Context: an optimization exercise on an open-source flow, tuned for small area. The choices shown serve that exercise and are no tape-out recipe. RTL that was checked went through simulation tests only; none was proved equivalent to the original. For run 1, only the layout was checked, not whether the RTL still works. Power is estimated from default activity; no workload was simulated.

--- flow/run.sh ---
#!/bin/bash
# synth_recipe.tcl (not shown) runs the flow's synth.tcl, then flattens the netlist and writes it again
# the make line also repeats each setting of config.mk as NAME=value (left out here)
make -C /OpenROAD-flow-scripts/flow DESIGN_CONFIG=/design/flow/config.mk WORK_HOME=/design/flow/orfs CLKGATE_MAP_FILE= SYNTH_SCRIPT=/design/flow/synth_recipe.tcl finish
--- flow/config.mk ---
export PLATFORM = sky130hd
export DESIGN_NAME = SPI_Slave
export DESIGN_NICKNAME = SPI_Slave
export VERILOG_FILES = /design/flow/design.v
export SDC_FILE = /design/flow/constraint.sdc
export NUM_CORES = 4
export LEC_CHECK = 0
export CAP_MARGIN = 20
export CORE_MARGIN = 2
export CORE_UTILIZATION = 55
export CTS_BUF_LIST = sky130_fd_sc_hd__clkbuf_16
export CTS_CLUSTER_DIAMETER = 100
export CTS_CLUSTER_SIZE = 30
export SLEW_MARGIN = 20
export SYNTH_HIERARCHICAL = 1
--- flow/constraint.sdc ---
create_clock -name core_clock -period 6.0 [get_ports {i_SCK}]
set_input_delay 1.2000 -clock core_clock [delete_from_list [all_inputs] [get_ports {i_SCK}]]
set_output_delay 1.2000 -clock core_clock [all_outputs]
set_load 0.01 [all_outputs]
--- flow/design.v ---
module SPI_Nand2 (input logic a, b, output logic y);
	assign y = ~(a & b);
endmodule
module SPI_Nand3 (input logic a, b, c, output logic y);
	assign y = ~(a & b & c);
endmodule
module SPI_Nand4 (input logic a, b, c, d, output logic y);
	assign y = ~(a & b & c & d);
endmodule
module SPI_Nor2 (input logic a, b, output logic y);
	assign y = ~(a | b);
endmodule
module SPI_And3 (input logic a, b, c, output logic y);
	assign y = a & b & c;
endmodule
module SPI_Oai21 (input logic a1, a2, b1, output logic y);
	assign y = ~((a1 | a2) & b1);
endmodule
module SPI_Aoi222 (input logic a1, a2, b1, b2, c1, c2, output logic y);
	assign y = ~((a1 & a2) | (b1 & b2) | (c1 & c2));
endmodule
module SPI_BitUpdate
	(input logic	en_n, dn, q,
	output logic	nq);
	logic	t;
	SPI_Nand2 u_hold (.a(q), .b(en_n), .y(t));
	SPI_Oai21 u_load (.a1(en_n), .a2(dn), .b1(t), .y(nq));
endmodule
module SPI_ColumnRead
	(input logic[31:0]	sel,
	input logic[31:0]	d,
	output logic		o);
	logic[11:0]	g;
	logic[2:0]	h;
	genvar i;
	generate
		for (i = 0; i < 10; i++)
		begin : g_aoi
			SPI_Aoi222 u_aoi (.a1(sel[3 * i]), .a2(d[3 * i]), .b1(sel[3 * i + 1]), .b2(d[3 * i + 1]),
				.c1(sel[3 * i + 2]), .c2(d[3 * i + 2]), .y(g[i]));
		end
	endgenerate
	SPI_Nand2 u_n30 (.a(sel[30]), .b(d[30]), .y(g[10]));
	SPI_Nand2 u_n31 (.a(sel[31]), .b(d[31]), .y(g[11]));
	SPI_Nand4 u_h0 (.a(g[0]), .b(g[1]), .c(g[2]), .d(g[3]), .y(h[0]));
	SPI_Nand4 u_h1 (.a(g[4]), .b(g[5]), .c(g[6]), .d(g[7]), .y(h[1]));
	SPI_Nand4 u_h2 (.a(g[8]), .b(g[9]), .c(g[10]), .d(g[11]), .y(h[2]));
	assign o = |h;
endmodule
module SPI_DecoderHigh
	(input logic[4:0]	a, a_n,
	output logic[31:0]	y);
	logic[3:0]	lo_n;
	logic[7:0]	hi_n;
	genvar i;
	generate
		for (i = 0; i < 4; i++)
		begin : g_lo
			SPI_Nand2 u_lo (.a(i[0] ? a[0] : a_n[0]), .b(i[1] ? a[1] : a_n[1]), .y(lo_n[i]));
		end
		for (i = 0; i < 8; i++)
		begin : g_hi
			SPI_Nand3 u_hi (.a(i[0] ? a[2] : a_n[2]), .b(i[1] ? a[3] : a_n[3]), .c(i[2] ? a[4] : a_n[4]), .y(hi_n[i]));
		end
		for (i = 0; i < 32; i++)
		begin : g_y
			SPI_Nor2 u_y (.a(lo_n[i % 4]), .b(hi_n[i / 4]), .y(y[i]));
		end
	endgenerate
endmodule
module SPI_DecoderLow
	(input logic[4:0]	a, a_n,
	input logic			en,
	output logic[31:0]	y_n);
	logic[3:0]	lo;
	logic[7:0]	hi;
	genvar i;
	generate
		for (i = 0; i < 4; i++)
		begin : g_lo
			SPI_And3 u_lo (.a(i[0] ? a[0] : a_n[0]), .b(i[1] ? a[1] : a_n[1]), .c(en), .y(lo[i]));
		end
		for (i = 0; i < 8; i++)
		begin : g_hi
			SPI_And3 u_hi (.a(i[0] ? a[2] : a_n[2]), .b(i[1] ? a[3] : a_n[3]), .c(i[2] ? a[4] : a_n[4]), .y(hi[i]));
		end
		for (i = 0; i < 32; i++)
		begin : g_y
			SPI_Nand2 u_y (.a(lo[i % 4]), .b(hi[i / 4]), .y(y_n[i]));
		end
	endgenerate
endmodule
module SPI_Slave
	#(parameter	DataWidth	= 8,
				BuferSize	= 32)
	(input logic					i_SCK, i_NRESET,
	input logic						i_NCE,
	input logic						i_MOSI,
	output logic					o_MISO,
	input logic[(DataWidth - 1):0]	i_WriteData,
	output logic[(DataWidth - 1):0]	o_ReadData);
	logic[4:0]		P, C;
	logic[2:0]		K;
	logic[7:0]		W;
	logic[7:0]		s_DataBufer[0:31];
	logic[7:0]		s_Next[0:31];
	logic			s_MISO;
	logic[7:0]		s_ReadData_Reg;
	logic[4:0]		S, RdAddr, WrAddr;
	logic			WrGo;
	logic[31:0]		RdSel, WrEn_n;
	logic[7:0]		RdByte, RdMerged, WrByteN;
	logic[31:0]		Column[0:7];
	logic			CS_live;
	assign S = P + 5'd1;
	assign RdAddr = i_NCE ? C : P;
	assign WrAddr = i_NCE ? C : S;
	assign WrGo = i_NCE | (K == 3'd0);
	SPI_DecoderHigh u_rd_dec (.a(RdAddr), .a_n(~RdAddr), .y(RdSel));
	SPI_DecoderLow u_wr_dec (.a(WrAddr), .a_n(~WrAddr), .en(WrGo), .y_n(WrEn_n));
	assign WrByteN = ~(i_NCE ? i_WriteData : {W[7:1], i_MOSI});
	genvar gi, gj;
	generate
		for (gj = 0; gj < 8; gj++)
		begin : g_col
			for (gi = 0; gi < 32; gi++)
			begin : g_bit
				assign Column[gj][gi] = s_DataBufer[gi][gj];
				SPI_BitUpdate u_upd (.en_n(WrEn_n[gi]), .dn(WrByteN[gj]), .q(s_DataBufer[gi][gj]), .nq(s_Next[gi][gj]));
			end
			SPI_ColumnRead u_rd (.sel(RdSel), .d(Column[gj]), .o(RdByte[gj]));
		end
	endgenerate
	assign CS_live = (C == S);
	always_comb
		for (int j = 0; j < 8; j++)
			RdMerged[j] = (CS_live && (j > K)) ? W[j] : RdByte[j];
	always_ff	@(posedge i_SCK, negedge i_NRESET)
	begin
		if (~i_NRESET)
		begin
			for (int i = 0; i < 32; i++)	s_DataBufer[i] <= 8'b0;
			P <= 5'd31;
			C <= 5'd0;
			K <= 3'd7;
		end
		else
		begin
			for (int i = 0; i < 32; i++)	s_DataBufer[i] <= s_Next[i];
			if (i_NCE)
				C <= C + 5'd1;
			else
			begin
				K <= K - 3'd1;
				if (K == 3'd0)	P <= S;
			end
		end
	end
	always_ff	@(posedge i_SCK)
	begin
		if (i_NCE)
		begin
			if (CS_live)	W <= i_WriteData;
		end
		else
			W[K] <= i_MOSI;
	end
	always_ff	@(posedge i_SCK)
	begin
		if (i_NRESET)
		begin
			if (~i_NCE)
				s_MISO <= RdByte[K];
			else
				s_ReadData_Reg <= RdMerged;
		end
	end
	assign o_MISO = s_MISO;
	assign o_ReadData = s_ReadData_Reg;
endmodule
==> results of run 1 <==
[routing by layer]
metal  track usage  vias to the layer above
met5             0                        -
met4        0.1041                        0
met3       0.05305                       90
met2        0.4670                      431
met1        0.4595                     4655
li1              -                     4391
[worst max-delay path: cells and delay by family]
kind / cells / cell delay, ns
and+or+nand+nor: 7 / 1.52
AOI/OAI and AO/OA: 2 / 0.73
muxes: 1 / 0.49
buffers and inverters: 2 / 0.36
[cells in the final DEF (no fill, tap or decap), types with 2 or more instances in the layout]
cell,count
sky130_fd_sc_hd__xnor2_1,14
sky130_fd_sc_hd__ha_1,8
sky130_fd_sc_hd__a221oi_1,2
sky130_fd_sc_hd__dfstp_2,8
sky130_fd_sc_hd__dfrtp_1,261
sky130_fd_sc_hd__inv_1,29
sky130_fd_sc_hd__mux4_2,2
sky130_fd_sc_hd__nor2_1,40
sky130_fd_sc_hd__mux2i_1,4
sky130_fd_sc_hd__a211oi_1,2
sky130_fd_sc_hd__o21ai_0,15
sky130_fd_sc_hd__clkdlybuf4s50_1,18
sky130_fd_sc_hd__a21oi_1,6
sky130_fd_sc_hd__nand4_1,26
sky130_fd_sc_hd__xor2_1,5
sky130_fd_sc_hd__a222oi_1,80
sky130_fd_sc_hd__clkbuf_16,13
sky130_fd_sc_hd__mux2i_4,8
sky130_fd_sc_hd__mux2_2,11
sky130_fd_sc_hd__nand3_1,12
sky130_fd_sc_hd__and3_1,13
sky130_fd_sc_hd__o21ai_1,256
sky130_fd_sc_hd__nor3_1,4
sky130_fd_sc_hd__buf_4,11
sky130_fd_sc_hd__or3_1,8
sky130_fd_sc_hd__nand2_1,329
sky130_fd_sc_hd__nand2b_1,2
sky130_fd_sc_hd__edfxtp_1,17
[modules after synthesis (local to each module, per instance), excerpt]
module          area, um2  flops+latches  copies in the design  cells inside
SPI_And3            6.256              0                    12             1
SPI_Aoi222          10.01              0                    80             1
SPI_ColumnRead      6.256              0                     8             1
SPI_Nand2           3.754              0                   308             1
SPI_Nand3           5.005              0                     8             1
SPI_Nand4           6.256              0                    24             1
SPI_Nor2            3.754              0                    32             1
SPI_Oai21           5.005              0                   256             1
SPI_Slave            8354            286                     1           448
[state kept, by name, summed over array words and instances, names as in the netlist]
name and flops:
P 5, C 5, K 3, s_MISO 1, s_DataBufer 256, W 8
s_ReadData_Reg 8
[per-stage QoR]
step,util,worst slack (ns),instance area [um2],total power (uW),instances
finish,0.6063,1.964,13110,6591,1499
global route,0.6063,1.922,13110,6998,1499
floorplan,-,2.011,12030,4649,1176
CTS,0.6063,2.111,13110,6560,1499
global placement,0.5891,1.614,12740,5487,1478
detailed placement,0.5891,1.584,12740,5544,1478
[synth_stat cells (2+ instances only)]
cell and count:
sky130_fd_sc_hd__mux2i_1 12, sky130_fd_sc_hd__mux4_2 2, sky130_fd_sc_hd__nand4_1 26, sky130_fd_sc_hd__nand2_1 329, sky130_fd_sc_hd__a21oi_1 6, sky130_fd_sc_hd__nand2b_1 2, sky130_fd_sc_hd__a221oi_1 2, sky130_fd_sc_hd__mux2_2 11
sky130_fd_sc_hd__xnor2_1 14, sky130_fd_sc_hd__dfstp_2 8, sky130_fd_sc_hd__a211oi_1 2, sky130_fd_sc_hd__inv_1 23, sky130_fd_sc_hd__dfrtp_1 261, sky130_fd_sc_hd__o21ai_0 15, sky130_fd_sc_hd__nor3_1 4, sky130_fd_sc_hd__and3_1 13
sky130_fd_sc_hd__a222oi_1 80, sky130_fd_sc_hd__ha_1 8, sky130_fd_sc_hd__clkbuf_1 8, sky130_fd_sc_hd__o21ai_1 256, sky130_fd_sc_hd__xor2_1 5, sky130_fd_sc_hd__edfxtp_1 17, sky130_fd_sc_hd__nand3_1 12, sky130_fd_sc_hd__or3_1 8
sky130_fd_sc_hd__nor2_1 40
[worst paths after layout]
kind                                 endpoint  slack [ns]  cells after the start
min in group asynchronous  s_DataBufer[28][0]        0.74                      1
hold reg to reg             s_DataBufer[6][3]        0.50                      2
setup reg to reg                       s_MISO        2.25                     11
hold / removal              s_DataBufer[6][3]        0.50                      2
setup / recovery                       s_MISO        1.96                     12
max in group asynchronous  s_DataBufer[18][5]        3.97                      2
[cells by family (layout without fill, tap and decap cells)]
logic type	after synthesis	in the layout
fa+ha+maj	8	8
mux	26	26
buf+inv	33	76
flops	286	286
xor+xnor	19	19
simple gates	440	440
compound gates	364	364
[layout make-up]
class / instances / area, um2 / area share
flip-flops and latches: 286 / 7252 / 0.5532
multi-input cells: 857 / 4745 / 0.3619
well taps: 280 / 350.3 / 0.02673
clock buffers: 13 / 325.3 / 0.02482
repair buffers: 32 / 302.8 / 0.02310
inverters: 23 / 86.33 / 0.006586
clock inverters: 8 / 47.55 / 0.003627
[power breakdown]
group          switching [uW]  internal (uW)
clock network             610            411
logic                    1300            819
registers                 648           2810
==> impl_summary.txt, run 1 <==
----------------------------------------------------
[Critical path]
  Kind of end point of the critical path ... register
  Most Frequent Cell on Critical Path ... sky130_fd_sc_hd__nand2_1
  Required time worst endpoint ... 6.27 ns
  Startpoint type of the worst setup path ... input pin
  Data arrival, critical path ... 4.30 ns
  Start point of the critical path ... i_NCE
  Max stage delay on crit path ... 0.58 ns
  Critical-path top delay cell ... sky130_fd_sc_hd__a222oi_1
  Series of cell instances along the critical path ... buf_2, nand2_1, o21ai_0, inv_1, nand2_1, nor2_1, a222oi_1, nand4_1, or3_1, mux4_2, nand2_1, nand2_1
  R2r startpoint ... P[0]
  Kind of critical path ... input pin to register
  Crit-path max FO ... 18

[GRT]
  Initial antenna violation count ... 0
  Via count of the first global-routing pass ... 9223
  Largest net degree at the start of global routing ... 159
  Wire length of the first global-routing pass ... 55850 um
  Total global routing overflow ... 0
  Total global-route track usage ... 0.3091

[Logic synthesis]
  Yosys warns ... 12
  Gate Count Post-Synth ... 1176
  Compound-Gate Fraction of Synth Area ... 0.1881
  Leading post-synthesis cells by cell area ... sky130_fd_sc_hd__dfrtp_1, sky130_fd_sc_hd__o21ai_1, sky130_fd_sc_hd__nand2_1, sky130_fd_sc_hd__a222oi_1, sky130_fd_sc_hd__edfxtp_1
  Main combinational cell family by area after synthesis ... compound AO/OA/AOI/OAI gates
  Number of storage elements in the synthesis netlist ... 286
  Fraction of the mapped netlist area in simple logic gates ... 0.1509
  Xor-xnor portion of the synthesized cell area ... 0.01384
  Combined area of all synthesized cells ... 0.01203 mm2
  Area share of fa/ha/maj cells after synthesis ... 0.008322
  Number of enable flip-flop cells after synthesis ... 17
  Sequential-to-total area share from yosys stat ... 0.6029
  Portion of netlist area occupied by mux cells ... 0.02497
  Async set-reset flop share out of synthesis ... 0.9406
  Post-synthesis area per instance ... 10.23 um2
  Area fraction of the dominant cell type after synthesis ... 0.5430
  Cell taking the most area after synthesis ... sky130_fd_sc_hd__dfrtp_1
  Top flip-flop cell by instance count after synthesis ... sky130_fd_sc_hd__dfrtp_1
  Number of distinct standard cells referenced by the synthesized netlist ... 37
  Number of nets produced by synthesis ... 1196

[Floorplanning]
  Area of the core ... 0.02162 mm2
  Top-level I/O count ... 21
  Die outline height ... 151.9 um
  Row cnt ... 54
  Die X-Extent ... 151.9 um
  Initial cell density of the core ... 0.5563
  Die area ... 0.02307 mm2

[Place]
  Gpl congestion ... 1.009
  Detailed Place HPWL ... 23810 um
  Port buffer count ... 20

[Finish]
  Final-stage net count ... 1233
  Layout-stage area growth over the synthesis result ... 8.988%
  ANT cells ... 0
  Proportion of layout cells with a drive suffix above 1 ... 0.04922
  Number of fill cells in the layout ... 1854

[Pwr]
  Max VDD drop ... 0.0002957 V
  Leakage power total ... 0.005771 uW
  Pwr/cell area ... 502.8 mW/mm2

[Clocking]
  Clock-pin transition on the worst setup and hold timing paths ... 0.12 ns
  Maximum root-to-sink buffer count ... 3
  Worst skew pair latency ... 0.51 ns
  Number of gates given a new drive strength after cts ... 0
  Number of setup buffers added after CTS ... 0
  Root Buffer ... sky130_fd_sc_hd__clkbuf_16
  Hold-fix buffer count after cts ... 0
  Clock net sink count ... 286
  Number of CTS-inserted buffers ... 13
  Clock H-tree levels ... 1
  TritonCTS clock tree ... done

[Timing]
  Fin crit period ... 4.036 ns
  Setup repair after global routing missed its margin ... false
  Setup violations, final ... 0
  Transition at the pin with the smallest max-transition slack ... 0.8930 ns
  Highest clock frequency the design can meet ... 247.7 MHz
  Worst clock skew on the final layout ... 0.03160 ns
  Final period utilization ... 0.6727
  Final sum of negative setup slack ... 0 ns
  Hold Slack ... 0.5015 ns
  Final hold viol count ... 0
  Final max-slew violation count ... 0
  Worst slew margin relative to its limit ... 0.4047

[Min path]
  Hold_sp ... s_DataBufer[6][3]
  Path category of the worst min-delay check ... register to register

[Route]
  Remaining DRCs ... 0
  Detailed Routing Iterations Pass 1 ... 9
  Wire length reported by the detailed router ... 35650 um
  Met2 wire len ... 15530 um
  Top metal layer carrying routed signals ... met4
  Number of vias after detailed routing ... 9567
  DRT iter0 DRCs ... 1363
  Number of vias per cell ... 6.382
  Post-route met1 wirelength ... 15630 um
  Detail-routed net length per standard cell ... 23.79 um
  Remaining antenna violation count ... 0
  Detailed route wirelength on metal3 ... 3037 um

[Run status]
  Run status ... timing/DRC/antenna clean

[Run]
  Maximum capacitance violations ... 0

----------------------------------------------------
==> inputs of run 2 (changes only) <==
--- a/flow/design.v
+++ b/flow/design.v
@@ -1,5 +1,11 @@
 module SPI_Nand2 (input logic a, b, output logic y);
 	assign y = ~(a & b);
+endmodule
+module SPI_And2 (input logic a, b, output logic y);
+	assign y = a & b;
+endmodule
+module SPI_OrNot (input logic a, b, output logic y);
+	assign y = a | ~b;
 endmodule
 module SPI_Nand3 (input logic a, b, c, output logic y);
 	assign y = ~(a & b & c);
@@ -49,22 +55,23 @@
 endmodule
 module SPI_DecoderHigh
 	(input logic[4:0]	a, a_n,
+	input logic[31:0]	v,
 	output logic[31:0]	y);
-	logic[3:0]	lo_n;
-	logic[7:0]	hi_n;
+	logic[3:0]	lo;
+	logic[7:0]	hi;
 	genvar i;
 	generate
 		for (i = 0; i < 4; i++)
 		begin : g_lo
-			SPI_Nand2 u_lo (.a(i[0] ? a[0] : a_n[0]), .b(i[1] ? a[1] : a_n[1]), .y(lo_n[i]));
+			SPI_And2 u_lo (.a(i[0] ? a[0] : a_n[0]), .b(i[1] ? a[1] : a_n[1]), .y(lo[i]));
 		end
 		for (i = 0; i < 8; i++)
 		begin : g_hi
-			SPI_Nand3 u_hi (.a(i[0] ? a[2] : a_n[2]), .b(i[1] ? a[3] : a_n[3]), .c(i[2] ? a[4] : a_n[4]), .y(hi_n[i]));
+			SPI_And3 u_hi (.a(i[0] ? a[2] : a_n[2]), .b(i[1] ? a[3] : a_n[3]), .c(i[2] ? a[4] : a_n[4]), .y(hi[i]));
 		end
 		for (i = 0; i < 32; i++)
 		begin : g_y
-			SPI_Nor2 u_y (.a(lo_n[i % 4]), .b(hi_n[i / 4]), .y(y[i]));
+			SPI_And3 u_y (.a(lo[i % 4]), .b(hi[i / 4]), .c(v[i]), .y(y[i]));
 		end
 	endgenerate
 endmodule
@@ -104,6 +111,7 @@
 	logic[7:0]		W;
 	logic[7:0]		s_DataBufer[0:31];
 	logic[7:0]		s_Next[0:31];
+	logic[31:0]		s_Valid, s_ValidNext;
 	logic			s_MISO;
 	logic[7:0]		s_ReadData_Reg;
 	logic[4:0]		S, RdAddr, WrAddr;
@@ -116,11 +124,15 @@
 	assign RdAddr = i_NCE ? C : P;
 	assign WrAddr = i_NCE ? C : S;
 	assign WrGo = i_NCE | (K == 3'd0);
-	SPI_DecoderHigh u_rd_dec (.a(RdAddr), .a_n(~RdAddr), .y(RdSel));
+	SPI_DecoderHigh u_rd_dec (.a(RdAddr), .a_n(~RdAddr), .v(s_Valid), .y(RdSel));
 	SPI_DecoderLow u_wr_dec (.a(WrAddr), .a_n(~WrAddr), .en(WrGo), .y_n(WrEn_n));
 	assign WrByteN = ~(i_NCE ? i_WriteData : {W[7:1], i_MOSI});
 	genvar gi, gj;
 	generate
+		for (gi = 0; gi < 32; gi++)
+		begin : g_valid
+			SPI_OrNot u_valid (.a(s_Valid[gi]), .b(WrEn_n[gi]), .y(s_ValidNext[gi]));
+		end
 		for (gj = 0; gj < 8; gj++)
 		begin : g_col
 			for (gi = 0; gi < 32; gi++)
@@ -139,14 +151,14 @@
 	begin
 		if (~i_NRESET)
 		begin
-			for (int i = 0; i < 32; i++)	s_DataBufer[i] <= 8'b0;
+			s_Valid <= 32'b0;
 			P <= 5'd31;
 			C <= 5'd0;
 			K <= 3'd7;
 		end
 		else
 		begin
-			for (int i = 0; i < 32; i++)	s_DataBufer[i] <= s_Next[i];
+			s_Valid <= s_ValidNext;
 			if (i_NCE)
 				C <= C + 5'd1;
 			else
@@ -156,6 +168,8 @@
 			end
 		end
 	end
+	always_ff	@(posedge i_SCK)
+		for (int i = 0; i < 32; i++)	s_DataBufer[i] <= s_Next[i];
 	always_ff	@(posedge i_SCK)
 	begin
 		if (i_NCE)
==> run 2 against run 1 <==
- worst setup slack lost 0.36 ns
- via count increased by 0.80%
- sequential share of layout area decreased by 3.0 points
- non-clock buffer count fell by 2
- core utilization rose by 0.70 points
- worst hold slack lost 0.037 ns
- power up 5.5%
- critical path depth unchanged
- register-to-register slack worse by 0.22 ns
==> impl_summary.txt, run 2 <==
----------------------------------------------------
[Run status]
  Run status ... timing/DRC/antenna clean

[Route]
  Detail-routed net length per standard cell ... 22.04 um
  Number of vias per cell ... 6.178
  Remaining DRCs ... 0
  DRT iter0 DRCs ... 1153
  Number of vias after detailed routing ... 9644
  Detailed Routing Iterations Pass 1 ... 6
  Wire length reported by the detailed router ... 34400 um
  Remaining antenna violation count ... 0

[Clocking]
  Number of CTS-inserted buffers ... 14
  TritonCTS clock tree ... done
  Hold-fix buffer count after cts ... 0
  Clock H-tree levels ... 1
  Number of gates given a new drive strength after cts ... 0
  Worst skew pair latency ... 0.51 ns
  Number of setup buffers added after CTS ... 0
  Clock-pin transition on the worst setup and hold timing paths ... 0.12 ns
  Maximum root-to-sink buffer count ... 3
  Clock net sink count ... 318
  Root Buffer ... sky130_fd_sc_hd__clkbuf_16

[Logic synthesis]
  Top cells by instance count after synthesis ... sky130_fd_sc_hd__nand2_1, sky130_fd_sc_hd__dfxtp_1, sky130_fd_sc_hd__o21ai_1, sky130_fd_sc_hd__a222oi_1, sky130_fd_sc_hd__and3_1
  Number of nets produced by synthesis ... 1260
  Async set-reset flop share out of synthesis ... 0.1415
  Combined area of all synthesized cells ... 0.01185 mm2
  Number of enable flip-flop cells after synthesis ... 17
  Post-synthesis area per instance ... 9.555 um2
  Cell taking the most area after synthesis ... sky130_fd_sc_hd__dfxtp_1
  Leading post-synthesis cells by cell area ... sky130_fd_sc_hd__dfxtp_1, sky130_fd_sc_hd__o21ai_1, sky130_fd_sc_hd__nand2_1, sky130_fd_sc_hd__dfrtp_1, sky130_fd_sc_hd__a222oi_1
  Top flip-flop cell by instance count after synthesis ... sky130_fd_sc_hd__dfxtp_1
  Gate Count Post-Synth ... 1240
  Yosys warns ... 12
  Number of distinct standard cells referenced by the synthesized netlist ... 38
  Sequential-to-total area share from yosys stat ... 0.5715
  Number of storage elements in the synthesis netlist ... 318
  Area fraction of the dominant cell type after synthesis ... 0.4326
  Most frequent cell after synthesis ... sky130_fd_sc_hd__nand2_1

[Critical path]
  Series of cell instances along the critical path ... buf_2, nand2_1, o21ai_0, inv_1, and2_1, and3_1, a222oi_1, nand4_1, or3_1, mux4_2, nand2_1, nand2_1
  Critical-path top delay cell ... sky130_fd_sc_hd__a222oi_1
  Data arrival, critical path ... 4.66 ns
  CP top delay family ... simple AND/OR/NAND/NOR gates
  Crit-path max FO ... 25
  R2r startpoint ... P[4]
  Number of buffer and inverter instances along the worst setup path ... 2
  Kind of end point of the critical path ... register
  Start point of the critical path ... i_NCE
  Required time worst endpoint ... 6.27 ns
  Most Frequent Cell on Critical Path ... sky130_fd_sc_hd__nand2_1
  Max stage delay on crit path ... 0.74 ns
  Startpoint type of the worst setup path ... input pin
  Kind of critical path ... input pin to register

[Floorplanning]
  Die outline height ... 150.8 um
  Die area ... 0.02273 mm2
  Initial cell density of the core ... 0.5618
  Top-level I/O count ... 21
  Die X-Extent ... 150.8 um
  Area of the core ... 0.02109 mm2
  Row cnt ... 53

[Finish]
  Commonest non-fill, non-tap cell in the layout ... sky130_fd_sc_hd__nand2_1
  Reg with most FFs ... s_DataBufer
  Final-stage net count ... 1296
  Proportion of layout cells with a drive suffix above 1 ... 0.04673
  Layout-stage area growth over the synthesis result ... 9.167%
  Top library cells by usage in the layout, fill and taps aside ... sky130_fd_sc_hd__nand2_1, sky130_fd_sc_hd__o21ai_1, sky130_fd_sc_hd__dfxtp_1
  Leading registers by flop count ... s_DataBufer: 256 flops, s_Valid: 32 flops
  Largest register FFs ... 256

[Min path]
  Hold_sp ... s_DataBufer[13][3]
  Path category of the worst min-delay check ... register to register

[Timing]
  Setup violations, final ... 0
  Fin crit period ... 4.392 ns
  Worst slew margin relative to its limit ... 0.5052
  Worst clock skew on the final layout ... 0.01857 ns
  Transition at the pin with the smallest max-transition slack ... 0.7422 ns
  Highest clock frequency the design can meet ... 227.7 MHz
  Setup repair after global routing missed its margin ... false
  Final sum of negative setup slack ... 0 ns
  Final hold viol count ... 0
  Post-layout worst setup margin ... 1.608 ns
  Final period utilization ... 0.7320
  Final max-slew violation count ... 0

[Place]
  Gpl congestion ... 1.023
  Pre-CTS setup slack ... 1.184 ns
  Detailed Place HPWL ... 23290 um
  Port buffer count ... 20

[Pwr]
  Max VDD drop ... 0.0003592 V
  Leakage power total ... 0.005258 uW
  Pwr/cell area ... 537.4 mW/mm2

[GRT]
  Via count of the first global-routing pass ... 8766
  Largest net degree at the start of global routing ... 48
  Total global-route track usage ... 0.3025
  Wire length of the first global-routing pass ... 52290 um
  Total global routing overflow ... 0
  Initial antenna violation count ... 2

[Run]
  Maximum capacitance violations ... 0

----------------------------------------------------
run 2: layout make-up:
class | instances | area (um2)
diodes | 2 | 5.005
clock inverters | 9 | 41.29
repair buffers | 30 | 265.3
fillers | 1898 | 8154
flip-flops and latches | 318 | 6771
multi-input cells | 889 | 5045
inverters | 23 | 86.33
well taps | 275 | 344.1
clock buffers | 15 | 375.4
run 2: final timing paths:
kind                                       to  cells past startpoint  slack (ns)
max                                    s_MISO                     12        1.61
min                        s_DataBufer[13][3]                      2        0.46
max reg2reg                            s_MISO                     11        2.03
min reg2reg                s_DataBufer[13][3]                      2        0.46
max in group asynchronous         s_Valid[30]                      2        4.74
min in group asynchronous         s_Valid[12]                      2        0.80
run 2: per-layer routing:
layer / track usage / vias up / wire (um)
met2: 0.4595 / 379 / 15010
met5: 0 / - / 0
li1: - / 4628 / -
met3: 0.05934 / 65 / 2802
met4: 0.1037 / 0 / 1131
met1: 0.4342 / 4572 / 15460
run 2: kinds of logic (layout without fill, tap and decap cells):
| logic type | count (synthesis) | in the layout | synth area share |
|---|---|---|---|
| and+or+nand+nor | 472 | 472 | 0.1786 |
| AOI/OAI and AO/OA | 364 | 364 | 0.1909 |
| DFF | 318 | 318 | 0.5715 |
| buffers and inverters | 33 | 77 | 0.01109 |
| muxes | 26 | 26 | 0.02535 |
| xor gates and xnor gates | 19 | 19 | 0.01405 |
| adders and majority gates | 8 | 8 | 0.008449 |
| other | 0 | 2 | 0 |
run 2: per-module statistics from Yosys (local to each module, per instance), excerpt:
module          times used  flops+latches  area (um2)
SPI_And3                52              0       6.256
SPI_Nand4               24              0       6.256
SPI_OrNot               32              0       6.256
SPI_Aoi222              80              0       10.01
SPI_And2                 4              0       6.256
SPI_Slave                1            318        7874
SPI_ColumnRead           8              0       6.256
SPI_Nand2              304              0       3.754
run 2: worst min-delay path: cells and delay by family, from the launching register on:
family / cells / cell delay, ns
DFF: 1 / 0.32
and+or+nand+nor: 1 / 0.05
AOI/OAI and AO/OA: 1 / 0.05
run 2: through the flow:
step | hold slack (ns) | instance area (um2) | power (uW) | cells | util
6_report | 0.4648 | 12930 | 6951 | 1561 | 0.6133
5_1_grt | 0.4783 | 12930 | 7367 | 1559 | 0.6131
4_1_cts | 0.4665 | 12930 | 6916 | 1559 | 0.6131
3_3_place_gp | 0.4433 | 12510 | 5759 | 1535 | 0.5933
3_5_place_dp | 0.4452 | 12510 | 5800 | 1535 | 0.5933
2_1_floorplan | 0.4267 | 11850 | 4994 | 1240 | -
run 2: where the power goes:
part,switching (uW),internal (uW),leakage [uW]
Clock,657,465,0.000232
Sequential,677,3140,0.00280
Combinational,1180,831,0.00223

[re-timing with driven ports]
How much do the figures lean on ideal ports? The routed layouts below were timed once more, with nothing changed but the port constraints. Step 1 (the two cells are an assumption about what drives the block):
set clk [get_ports {i_SCK}]
set_driving_cell -lib_cell sky130_fd_sc_hd__clkbuf_16 $clk
set_driving_cell -lib_cell sky130_fd_sc_hd__buf_2 [delete_from_list [all_inputs] $clk]
Step 2 times the ports against the registers' clock, not the clock port: input delays grow and output delays shrink by t, the midpoint of the rising clock arrivals with the driver on. a / b / c = ideal / step 1 / step 2; a / b = the first two.
| run | t, ns | slack for setup (ns) | pins driven straight from the clock port |
|---|---|---|---|
| run 1 | 0.544 | 1.964 / 1.990 / 1.446 | 1 |
| run 2 | 0.542 | 1.608 / 1.628 / 1.085 | 1 |
After both steps every run listed still meets setup and hold. For run 2, which loses most, drivers alone change the setup slack by +0.020 ns; drivers and shift together by -0.523 ns.
